Context: an optimization exercise on an open-source flow, tuned for small area. The choices shown serve that exercise and are no tape-out recipe. Where RTL was checked, it was by simulation tests only, not by an equivalence proof against the original. No activity file was given, so power comes from the tool's default toggle rates.

==> flow/design.v <==
module ALU_DESIGN #(parameter DW = 8, CW = 4)(INP_VALID,OPA,OPB,CIN,CLK,RST,CMD,CE,MODE,COUT,OFLOW,RES,G,E,L,ERR);
  input [DW-1:0] OPA,OPB;
  input CLK,RST,CE,MODE,CIN;
  input [CW-1:0] CMD;
  input [1:0] INP_VALID;
  output reg [DW:0] RES;
  output COUT;
  output OFLOW;
  output G;
  output E;
  output L;
  output reg ERR;
  reg [7:0] A, B;
  reg [3:0] C;
  reg       VA, VB;
  reg [4:0] W;
  reg [8:0] P;
  reg [2:0] F;
  assign COUT  = F[0] & ~F[2];
  assign OFLOW = F[1] & ~F[2];
  assign G     = F[0] & F[2];
  assign L     = F[1] & F[2];
  assign E     = F[2] & ~F[0] & ~F[1];
  always @(posedge CLK) begin
    if (INP_VALID[0]) A <= OPA;
    if (INP_VALID[1]) B <= OPB;
    if (|INP_VALID)   C <= CMD;
    if (RST) begin
      VA <= 1'b0;
      VB <= 1'b0;
      W  <= 5'd0;
    end else begin
      if (INP_VALID[0]) VA <= 1'b1;
      if (INP_VALID[1]) VB <= 1'b1;
      if (|INP_VALID) W <= 5'd0;
      else if ((VA ^ VB) && !W[4]) W <= W + 5'd1;
    end
  end
  wire both = VA & VB;
  wire tmo  = !RST && W[4] && ((INP_VALID == 2'b01 && VB) || (INP_VALID == 2'b10 && VA));
  wire [15:0] k = 16'd1 << C;
  wire am = MODE;
  wire lm = !MODE;
  wire selB = k[6] | k[7] | k[10] | k[11];
  wire yB   = k[0] | k[1] | k[2] | k[3] | k[8];
  wire yI   = k[1] | k[3] | k[5] | k[7] | k[8];
  wire cin  = k[0] ? 1'b0 : k[1] ? 1'b1 : k[2] ? CIN : k[3] ? ~CIN :
              (k[4] | k[6] | k[9]);
  wire [7:0] X = selB ? B : A;
  wire [7:0] Y = ({8{yB}} & B) ^ {8{yI}};
  wire [8:0] cc;
  wire [7:0] sum;
  assign cc[0] = cin;
  genvar i;
  generate for (i = 0; i < 8; i = i + 1) begin : add
    fa_m f(.a(X[i]), .b(Y[i]), .c(cc[i]), .s(sum[i]), .co(cc[i+1]));
  end endgenerate
  wire cy = cc[8];
  wire allff = &sum;
  wire lt = ~cy & ~(allff & ~cin);
  wire s9 = C[0];
  wire [7:0] U = s9 ? A + 8'd1 : {A[6:0], 1'b0};
  wire [7:0] V = B + {7'd0, s9};
  wire [8:0] prod;
  wire mp0_0 = U[0] & V[0];
  wire mp0_1 = U[0] & V[1];
  wire mp0_2 = U[0] & V[2];
  wire mp0_3 = U[0] & V[3];
  wire mp0_4 = U[0] & V[4];
  wire mp0_5 = U[0] & V[5];
  wire mp0_6 = U[0] & V[6];
  wire mp0_7 = U[0] & V[7];
  wire mp1_0 = U[1] & V[0];
  wire mp1_1 = U[1] & V[1];
  wire mp1_2 = U[1] & V[2];
  wire mp1_3 = U[1] & V[3];
  wire mp1_4 = U[1] & V[4];
  wire mp1_5 = U[1] & V[5];
  wire mp1_6 = U[1] & V[6];
  wire mp1_7 = U[1] & V[7];
  wire mp2_0 = U[2] & V[0];
  wire mp2_1 = U[2] & V[1];
  wire mp2_2 = U[2] & V[2];
  wire mp2_3 = U[2] & V[3];
  wire mp2_4 = U[2] & V[4];
  wire mp2_5 = U[2] & V[5];
  wire mp2_6 = U[2] & V[6];
  wire mp3_0 = U[3] & V[0];
  wire mp3_1 = U[3] & V[1];
  wire mp3_2 = U[3] & V[2];
  wire mp3_3 = U[3] & V[3];
  wire mp3_4 = U[3] & V[4];
  wire mp3_5 = U[3] & V[5];
  wire mp4_0 = U[4] & V[0];
  wire mp4_1 = U[4] & V[1];
  wire mp4_2 = U[4] & V[2];
  wire mp4_3 = U[4] & V[3];
  wire mp4_4 = U[4] & V[4];
  wire mp5_0 = U[5] & V[0];
  wire mp5_1 = U[5] & V[1];
  wire mp5_2 = U[5] & V[2];
  wire mp5_3 = U[5] & V[3];
  wire mp6_0 = U[6] & V[0];
  wire mp6_1 = U[6] & V[1];
  wire mp6_2 = U[6] & V[2];
  wire mp7_0 = U[7] & V[0];
  wire mp7_1 = U[7] & V[1];
  wire ms0, mc0;
  ha_m u1(.a(mp0_1), .b(mp1_0), .s(ms0), .co(mc0));
  wire ms1, mc1;
  fa_m u2(.a(mp0_2), .b(mp1_1), .c(mp2_0), .s(ms1), .co(mc1));
  wire ms2, mc2;
  ha_m u3(.a(mc0), .b(ms1), .s(ms2), .co(mc2));
  wire ms3, mc3;
  fa_m u4(.a(mp0_3), .b(mp1_2), .c(mp2_1), .s(ms3), .co(mc3));
  wire ms4, mc4;
  fa_m u5(.a(mp3_0), .b(mc1), .c(ms3), .s(ms4), .co(mc4));
  wire ms5, mc5;
  ha_m u6(.a(mc2), .b(ms4), .s(ms5), .co(mc5));
  wire ms6, mc6;
  fa_m u7(.a(mp0_4), .b(mp1_3), .c(mp2_2), .s(ms6), .co(mc6));
  wire ms7, mc7;
  fa_m u8(.a(mp3_1), .b(mp4_0), .c(mc3), .s(ms7), .co(mc7));
  wire ms8, mc8;
  fa_m u9(.a(ms6), .b(mc4), .c(ms7), .s(ms8), .co(mc8));
  wire ms9, mc9;
  ha_m u10(.a(mc5), .b(ms8), .s(ms9), .co(mc9));
  wire ms10, mc10;
  fa_m u11(.a(mp0_5), .b(mp1_4), .c(mp2_3), .s(ms10), .co(mc10));
  wire ms11, mc11;
  fa_m u12(.a(mp3_2), .b(mp4_1), .c(mp5_0), .s(ms11), .co(mc11));
  wire ms12, mc12;
  fa_m u13(.a(mc6), .b(ms10), .c(ms11), .s(ms12), .co(mc12));
  wire ms13, mc13;
  fa_m u14(.a(mc7), .b(ms12), .c(mc8), .s(ms13), .co(mc13));
  wire ms14, mc14;
  ha_m u15(.a(mc9), .b(ms13), .s(ms14), .co(mc14));
  wire ms15, mc15;
  fa_m u16(.a(mp0_6), .b(mp1_5), .c(mp2_4), .s(ms15), .co(mc15));
  wire ms16, mc16;
  fa_m u17(.a(mp3_3), .b(mp4_2), .c(mp5_1), .s(ms16), .co(mc16));
  wire ms17, mc17;
  fa_m u18(.a(mp6_0), .b(mc10), .c(mc11), .s(ms17), .co(mc17));
  wire ms18, mc18;
  fa_m u19(.a(ms15), .b(ms16), .c(mc12), .s(ms18), .co(mc18));
  wire ms19, mc19;
  fa_m u20(.a(ms17), .b(ms18), .c(mc13), .s(ms19), .co(mc19));
  wire ms20, mc20;
  ha_m u21(.a(mc14), .b(ms19), .s(ms20), .co(mc20));
  wire ms21, mc21;
  fa_m u22(.a(mp0_7), .b(mp1_6), .c(mp2_5), .s(ms21), .co(mc21));
  wire ms22, mc22;
  fa_m u23(.a(mp3_4), .b(mp4_3), .c(mp5_2), .s(ms22), .co(mc22));
  wire ms23, mc23;
  fa_m u24(.a(mp6_1), .b(mp7_0), .c(mc15), .s(ms23), .co(mc23));
  wire ms24, mc24;
  fa_m u25(.a(mc16), .b(ms21), .c(ms22), .s(ms24), .co(mc24));
  wire ms25, mc25;
  fa_m u26(.a(mc17), .b(ms23), .c(ms24), .s(ms25), .co(mc25));
  wire ms26, mc26;
  fa_m u27(.a(mc18), .b(ms25), .c(mc19), .s(ms26), .co(mc26));
  wire ms27, mc27;
  ha_m u28(.a(mc20), .b(ms26), .s(ms27), .co(mc27));
  wire mx28 = mp1_7 ^ mp2_6;
  wire mx29 = mp3_5 ^ mp4_4;
  wire mx30 = mp5_3 ^ mp6_2;
  wire mx31 = mp7_1 ^ mx28;
  wire mx32 = mx29 ^ mx30;
  wire mx33 = mc21 ^ mc22;
  wire mx34 = mx31 ^ mx32;
  wire mx35 = mx33 ^ mx34;
  wire mx36 = mc23 ^ mc24;
  wire mx37 = mx35 ^ mx36;
  wire mx38 = mc25 ^ mx37;
  wire mx39 = mx38 ^ mc26;
  wire mx40 = mx39 ^ mc27;
  assign prod = {mx40, ms27, ms20, ms14, ms9, ms5, ms2, ms0, mp0_0};
  wire [2:0] amt = (lm & (k[8] | k[10])) ? 3'd7 :
                   (lm & (k[9] | k[11])) ? 3'd1 :
                   k[13] ? (3'd0 - B[2:0]) : B[2:0];
  wire [7:0] r1 = amt[0] ? {X[6:0], X[7]} : X;
  wire [7:0] r2 = amt[1] ? {r1[5:0], r1[7:6]} : r1;
  wire [7:0] r3 = amt[2] ? {r2[3:0], r2[7:4]} : r2;
  wire shr = lm & (k[8] | k[10]);
  wire shl = lm & (k[9] | k[11]);
  wire [7:0] rmask = {~shr, 6'b111111, ~shl};
  wire useR = lm & (C[3] & ~(C[2] & C[1]));
  wire [7:0] rv = r3 & rmask & {8{useR}};
  wire [3:0] lut = {4{lm}} & {k[0] | k[2] | k[5],
                               k[1] | k[2] | k[4] | k[7],
                               k[1] | k[2] | k[4] | k[6],
                               k[1] | k[3] | k[5] | k[6] | k[7]};
  wire [7:0] lv;
  generate for (i = 0; i < 8; i = i + 1) begin : g
    assign lv[i] = lut[{A[i], B[i]}];
  end endgenerate
  wire useS = am & (k[0] | k[1] | k[2] | k[3] | k[4] | k[5] | k[6] | k[7]);
  wire useP = am & (k[9] | k[10]);
  wire [8:0] res_n = ({9{useS}} & {cy ^ yI, sum}) | ({9{useP}} & P) | {1'b0, lv | rv};
  wire step = CE & (RST | both);
  wire mul  = am & (k[9] | k[10]);
  always @(posedge CLK) begin
    if (step) begin
      RES   <= RST ? 9'd0 : res_n;
      F[0]  <= !RST & am & (k[0] | k[2] | k[8]) & cy;
      F[1]  <= !RST & am & (k[1] | k[3] | k[8]) & lt;
      F[2]  <= !RST & am & k[8];
      ERR   <= !RST & lm & k[12] & (|B[7:4]);
      if (RST) P <= 9'd0;
      else if (mul) P <= prod;
    end
    if (tmo) ERR <= 1'b1;
  end
endmodule
module fa_m(input a, input b, input c, output s, output co);
  assign s = a ^ b ^ c;
  assign co = (a & b) | (a & c) | (b & c);
endmodule
module ha_m(input a, input b, output s, output co);
  assign s = a ^ b;
  assign co = a & b;
endmodule
clock: 6.0 ns
lec_check: 0
abc_area: 1
cap_margin: 0
core_margin: 2
core_utilization: 40
gpl_timing_driven: 0
slew_margin: 0
synth_hierarchical: 1
synth_minimum_keep_size: 0
standard.sh (not shown) runs the stock make flow with config.mk's settings and CLKGATE_MAP_FILE= SYNTH_SCRIPT=/design/flow/synth_recipe.tcl, a recipe that flattens the netlist after the stock synthesis.
==> flow/flow/run.sh <==
#!/bin/bash
# Own layout flow: the standard ORFS flow (standard.sh), with three changes:
#  - synthesis maps logic with an area-only ABC script (flow/abc_area.script);
#    everything else in synthesis, including flip-flop mapping, is the standard one;
#  - every input and output port still gets a buffer, but a buf_1 one;
#  - clock tree synthesis adds no dummy loads.
# Each step's full output goes to a log file in the work folder.
set -euo pipefail
W="$(pwd)"
S="SYNTH_SCRIPT=$W/flow/synth_area.tcl"
bash standard.sh "$S" synth > "$W/log_synth.txt" 2>&1
bash standard.sh "$S" "BUFFER_PORTS_ARGS=-buffer_cell sky130_fd_sc_hd__buf_1" "CTS_ARGS=-sink_clustering_enable -repair_clock_nets -dont_use_dummy_load" finish > "$W/log_layout.txt" 2>&1
==> flow/flow/abc_area.script <==
strash
&get -n
&deepsyn -T 30
&put
dch -f
amap
topo
==> flow/flow/synth_area.tcl <==
# Standard synthesis (synth_recipe.tcl), except that the final ABC mapping uses
# an area-only script without a delay target.
set ::own_flow_dir [file dirname [file normalize [info script]]]
proc abc {args} {
  set i [lsearch -exact $args -script]
  if {$i >= 0} {
    set args [lreplace $args [expr {$i + 1}] [expr {$i + 1}] [file join $::own_flow_dir abc_area.script]]
  }
  set j [lsearch -exact $args -D]
  if {$j >= 0} { set args [lreplace $args $j [expr {$j + 1}]] }
  yosys abc {*}$args
}
source [file join [file dirname $::own_flow_dir] synth_recipe.tcl]
The baseline ran to the end with no violations.
Then changed:
--- a/flow/design.v
+++ b/flow/design.v
@@ -179,14 +179,13 @@
                    (lm & (k[9] | k[11])) ? 3'd1 :
                    k[13] ? (3'd0 - B[2:0]) : B[2:0];
   wire [7:0] r1 = amt[0] ? {X[6:0], X[7]} : X;
   wire [7:0] r2 = amt[1] ? {r1[5:0], r1[7:6]} : r1;
-  wire [7:0] r3 = amt[2] ? {r2[3:0], r2[7:4]} : r2;
   wire shr = lm & (k[8] | k[10]);
   wire shl = lm & (k[9] | k[11]);
-  wire [7:0] rmask = {~shr, 6'b111111, ~shl};
   wire useR = lm & (C[3] & ~(C[2] & C[1]));
-  wire [7:0] rv = r3 & rmask & {8{useR}};
+  wire hi = useR & amt[2], lo = useR & ~amt[2];
+  wire [7:0] rv = (({8{hi}} & {r2[3:0], r2[7:4]}) | ({8{lo}} & r2)) & {~shr, 6'b111111, ~shl};
   wire [3:0] lut = {4{lm}} & {k[0] | k[2] | k[5],
                                k[1] | k[2] | k[4] | k[7],
                                k[1] | k[2] | k[4] | k[6],
                                k[1] | k[3] | k[5] | k[6] | k[7]};
@@ -198,19 +197,20 @@
   wire useP = am & (k[9] | k[10]);
   wire [8:0] res_n = ({9{useS}} & {cy ^ yI, sum}) | ({9{useP}} & P) | {1'b0, lv | rv};
   wire step = CE & (RST | both);
   wire mul  = am & (k[9] | k[10]);
+  wire hold = ~step;
+  wire ld   = step & ~RST;
   always @(posedge CLK) begin
+    RES  <= ({9{hold}} & RES) | ({9{ld}} & res_n);
+    F[0] <= (hold & F[0]) | (ld & am & (k[0] | k[2] | k[8]) & cy);
+    F[1] <= (hold & F[1]) | (ld & am & (k[1] | k[3] | k[8]) & lt);
+    F[2] <= (hold & F[2]) | (ld & am & k[8]);
+    ERR  <= tmo | (hold & ERR) | (ld & lm & k[12] & (|B[7:4]));
     if (step) begin
-      RES   <= RST ? 9'd0 : res_n;
-      F[0]  <= !RST & am & (k[0] | k[2] | k[8]) & cy;
-      F[1]  <= !RST & am & (k[1] | k[3] | k[8]) & lt;
-      F[2]  <= !RST & am & k[8];
-      ERR   <= !RST & lm & k[12] & (|B[7:4]);
       if (RST) P <= 9'd0;
       else if (mul) P <= prod;
     end
-    if (tmo) ERR <= 1'b1;
   end
 endmodule
 module fa_m(input a, input b, input c, output s, output co);
   assign s = a ^ b ^ c;
The changed run ran to the end with no violations; wire length grows by a little under a tenth; hold slack degrades by 0.014 ns; design area shrinks slightly; final cell count grows slightly; die area shrinks slightly; sequential share of layout area shrinks by 2.2 points; total power grows by a few percent; maximum frequency grows by a few percent; sequential cell count does not change.
The RTL of the second run of this note was laid out without a check of its function.

re-timing with driven ports:
The flow's constraints put no driver on any port. The routed layouts listed below were extracted and timed again, unchanged, in two steps. Step 1: set_driving_cell puts a clkbuf_16 on CLK and a buf_2 on each other input, an assumption about the parent block. Step 2 also shifts input and output timing later by t, the mid clock arrival at the registers, as if the neighbouring blocks saw the same clock. a / b / c = no drivers / after step 1 / after step 2; a / b = the first two.
| run | t, ns | setup WS [ns] | worst setup path after step 2 | worst slew at a driven data input, ns |
|---|---|---|---|---|
| the first run | 0.328 | 0.164 / 0.164 / 0.164 | register to register | 0.03 |
| the second run | 0.335 | 0.317 / 0.317 / 0.093 | input to register | 0.03 |
After both steps every run listed still meets setup and hold. For the second run, which loses most, drivers alone change the setup slack by 0.000 ns; drivers and shift together by -0.224 ns.
